From an optimization exercise on the open Yosys and OpenROAD flow, aimed at small area, a short achievable clock period and few clock cycles per item; shortcuts taken in it are not production practice.

==> module ascon128_stream, before the edit <==
module ascon128_stream #(
    parameter R    = 1,
    parameter OREG = 0
)(
input          clk, rst,
input          start, enc,
input  [127:0] key, nonce,
input          in_valid,
output         in_ready,
input   [63:0] in_data,
input    [3:0] in_bytes,
input          in_ad,
output         out_valid,
output  [63:0] out_data,
output         tag_valid,
output [127:0] tag
);
localparam [3:0] LAST = 12 - R;
reg  [63:0] S0, S1, S2, S3, S4;
reg  [63:0] O;
reg        rnd_q, init_q, fin_q, wait_q, fix_q, tag_q, txt_q, ov_q, rdy_q;
reg  [3:0] cnt;
wire [63:0] x0 [0:R];
wire [63:0] x1 [0:R];
wire [63:0] x2 [0:R];
wire [63:0] x3 [0:R];
wire [63:0] x4 [0:R];
assign x0[0] = S0;
assign x1[0] = S1;
assign x2[0] = S2;
assign x3[0] = S3;
assign x4[0] = S4;
genvar g;
generate
for (g = 0; g < R; g = g + 1) begin : rounds
    ASCON_ROUND_FUNCTION rf (
        .Xi0(x0[g]), .Xi1(x1[g]), .Xi2(x2[g]), .Xi3(x3[g]), .Xi4(x4[g]),
        .rnd(cnt + g[3:0]),
        .Xo0(x0[g+1]), .Xo1(x1[g+1]), .Xo2(x2[g+1]), .Xo3(x3[g+1]), .Xo4(x4[g+1])
    );
end
endgenerate
wire idle     = !(rnd_q | wait_q | fix_q | tag_q);
wire load     = idle & start;
wire last_rnd = rnd_q & (cnt == LAST);
wire can_use  = (OREG != 0) ? rdy_q : ((last_rnd & !fin_q) | wait_q);
wire absorb      = can_use & in_valid;
wire blk_last = !in_bytes[3];
wire absorb_ad   = absorb & in_ad;
wire absorb_txt  = absorb & !in_ad;
wire absorb_fin  = absorb_txt & blk_last;
wire dec_fix  = (OREG == 0) && absorb_txt && !enc;
reg [63:0] m, pad;
integer i;
always @(*) begin
    for (i = 0; i < 8; i = i + 1) begin
        m[63-8*i -: 8]   = (i < in_bytes) ? 8'hff : 8'h00;
        pad[63-8*i -: 8] = (i == in_bytes) ? 8'h80 : 8'h00;
    end
end
wire hold = wait_q | fix_q;
wire [63:0] b0 = hold ? S0 : x0[R];
wire [63:0] b1 = hold ? S1 : x1[R];
wire [63:0] b2 = hold ? S2 : x2[R];
wire [63:0] b3 = hold ? S3 : x3[R];
wire [63:0] b4 = hold ? S4 : x4[R];
wire key_fin = last_rnd & (init_q | fin_q);
wire [63:0] kin_hi = key[127:64] & {64{absorb_fin}};
wire [63:0] kin_lo = key[63:0]   & {64{absorb_fin}};
wire [63:0] kst_hi = key[127:64] & {64{key_fin}};
wire [63:0] kst_lo = key[63:0]   & {64{key_fin}};
wire [63:0] dm   = in_data & m;
wire [63:0] keep = (OREG != 0) ? ~(m & {64{absorb_txt & !enc}}) : ~(m & {64{fix_q}});
wire [63:0] inj0 = (absorb ? (dm ^ pad) : 64'b0) ^ (fix_q ? dm : 64'b0);
always @(posedge clk) begin
    if (load) begin
        S0 <= 64'h80400c0600000000;
        S1 <= key[127:64];
        S2 <= key[63:0];
        S3 <= nonce[127:64];
        S4 <= nonce[63:0];
    end else begin
        S0 <= (b0 & keep) ^ inj0;
        S1 <= b1 ^ kin_hi;
        S2 <= b2 ^ kin_lo;
        S3 <= b3 ^ kst_hi;
        S4 <= b4 ^ kst_lo ^ {63'b0, absorb_txt & !txt_q};
    end
    O <= b0 ^ in_data;
end
reg        rnd_d, init_d, fin_d, wait_d, fix_d, tag_d, txt_d;
reg  [3:0] cnt_d;
always @(*) begin
    rnd_d  = rnd_q;
    init_d = init_q;
    fin_d  = fin_q;
    wait_d = wait_q;
    fix_d  = 1'b0;
    tag_d  = 1'b0;
    txt_d  = txt_q | absorb_txt;
    cnt_d  = cnt + R[3:0];
    if (load) begin
        rnd_d  = 1'b1;
        init_d = 1'b1;
        fin_d  = 1'b0;
        txt_d  = 1'b0;
        cnt_d  = 4'd0;
    end
    if (last_rnd) begin
        init_d = 1'b0;
        if (fin_q) begin
            rnd_d = 1'b0;
            tag_d = 1'b1;
        end else if (!in_valid) begin
            rnd_d  = 1'b0;
            wait_d = 1'b1;
        end
    end
    if (absorb) begin
        wait_d = 1'b0;
        if (dec_fix) begin
            rnd_d = 1'b0;
            fix_d = 1'b1;
        end else begin
            rnd_d = 1'b1;
            fin_d = absorb_fin;
            cnt_d = absorb_fin ? 4'd0 : 4'd6;
        end
    end
    if (fix_q) begin
        rnd_d = 1'b1;
        fin_d = blk_last;
        cnt_d = blk_last ? 4'd0 : 4'd6;
    end
end
wire rdy_d = (OREG != 0) ? (wait_d | (rnd_d & !fin_d & (cnt_d == LAST))) : absorb;
always @(posedge clk, posedge rst) begin
    if (rst) begin
        rnd_q  <= 1'b0;
        init_q <= 1'b0;
        fin_q  <= 1'b0;
        wait_q <= 1'b0;
        fix_q  <= 1'b0;
        tag_q  <= 1'b0;
        txt_q  <= 1'b0;
        ov_q   <= 1'b0;
        rdy_q  <= 1'b0;
        cnt    <= 4'd0;
    end else begin
        rnd_q  <= rnd_d;
        init_q <= init_d;
        fin_q  <= fin_d;
        wait_q <= wait_d;
        fix_q  <= fix_d;
        tag_q  <= tag_d;
        txt_q  <= txt_d;
        ov_q   <= absorb_txt;
        rdy_q  <= rdy_d;
        cnt    <= cnt_d;
    end
end
assign in_ready  = rdy_q;
assign out_valid = ov_q;
assign out_data  = (OREG != 0) ? O : S0;
assign tag_valid = tag_q;
assign tag       = {S3, S4};
endmodule
==> flow/config.mk <==
export PLATFORM = sky130hd
export DESIGN_NAME = ascon128_stream
export DESIGN_NICKNAME = ascon128_stream
export VERILOG_FILES = /design/flow/design.v
export SDC_FILE = /design/flow/constraint.sdc
export NUM_CORES = 8
export LEC_CHECK = 0
export CAP_MARGIN = 20
export CORE_MARGIN = 2
export CORE_UTILIZATION = 40
export SLEW_MARGIN = 20
==> flow/constraint.sdc <==
create_clock -name core_clock -period 10.0 [get_ports {clk}]
set_input_delay 2.0000 -clock core_clock [delete_from_list [all_inputs] [get_ports {clk}]]
set_output_delay 2.0000 -clock core_clock [all_outputs]
set_load 0.01 [all_outputs]
run.sh (not shown) runs the stock make flow with config.mk's settings and CLKGATE_MAP_FILE= SYNTH_SCRIPT=/design/flow/synth_recipe.tcl, a recipe that flattens the netlist after the stock synthesis.
Then changed:
--- a/flow/design.v
+++ b/flow/design.v
@@ -38,8 +38,8 @@
 endmodule
 `timescale 1ns / 1ps
 module ascon128_stream #(
-    parameter R    = 1,
-    parameter OREG = 0
+    parameter R    = 3,
+    parameter OREG = 1
 )(
 input          clk, rst,
 input          start, enc,
With this change the flow finished but fails on max-capacitance violations, max-slew violations; synthesized area grows by well over a third; final cell count grows by well over a third; global-route usage grows by 20 points; flip-flop and latch count grows by 63; die area grows by well over a third.
No run of this note included a check of the RTL's function; only the layout flow was run.

[afterwards: timing with drivers on the ports]
How much do the figures lean on ideal ports? The routed layouts below were timed once more, with nothing changed but the port constraints. Step 1 (the two cells are an assumption about what drives the block):
set clk [get_ports {clk}]
set_driving_cell -lib_cell sky130_fd_sc_hd__clkbuf_16 $clk
set_driving_cell -lib_cell sky130_fd_sc_hd__buf_2 [delete_from_list [all_inputs] $clk]
Step 2 times the ports against the registers' clock, not the clock port: input delays grow and output delays shrink by t, the midpoint of the rising clock arrivals with the driver on. Three values: ideal, step 1, step 2; two values: the first two.
| run | t (ns) | setup WS [ns] | worst setup path after step 2 | worst slew at a driven data input, ns | cell pins on the clock port's net |
|---|---|---|---|---|---|
| the first run | 0.680 | 4.774 / 4.805 / 4.125 | input to register | 0.14 | 1 |
| the second run | 0.824 | 1.236 / 1.236 / 1.236 | register to register | 0.23 | 1 |
The setup slack of the first run, which loses most, moves by +0.031 ns with the drivers and by -0.649 ns with both steps.
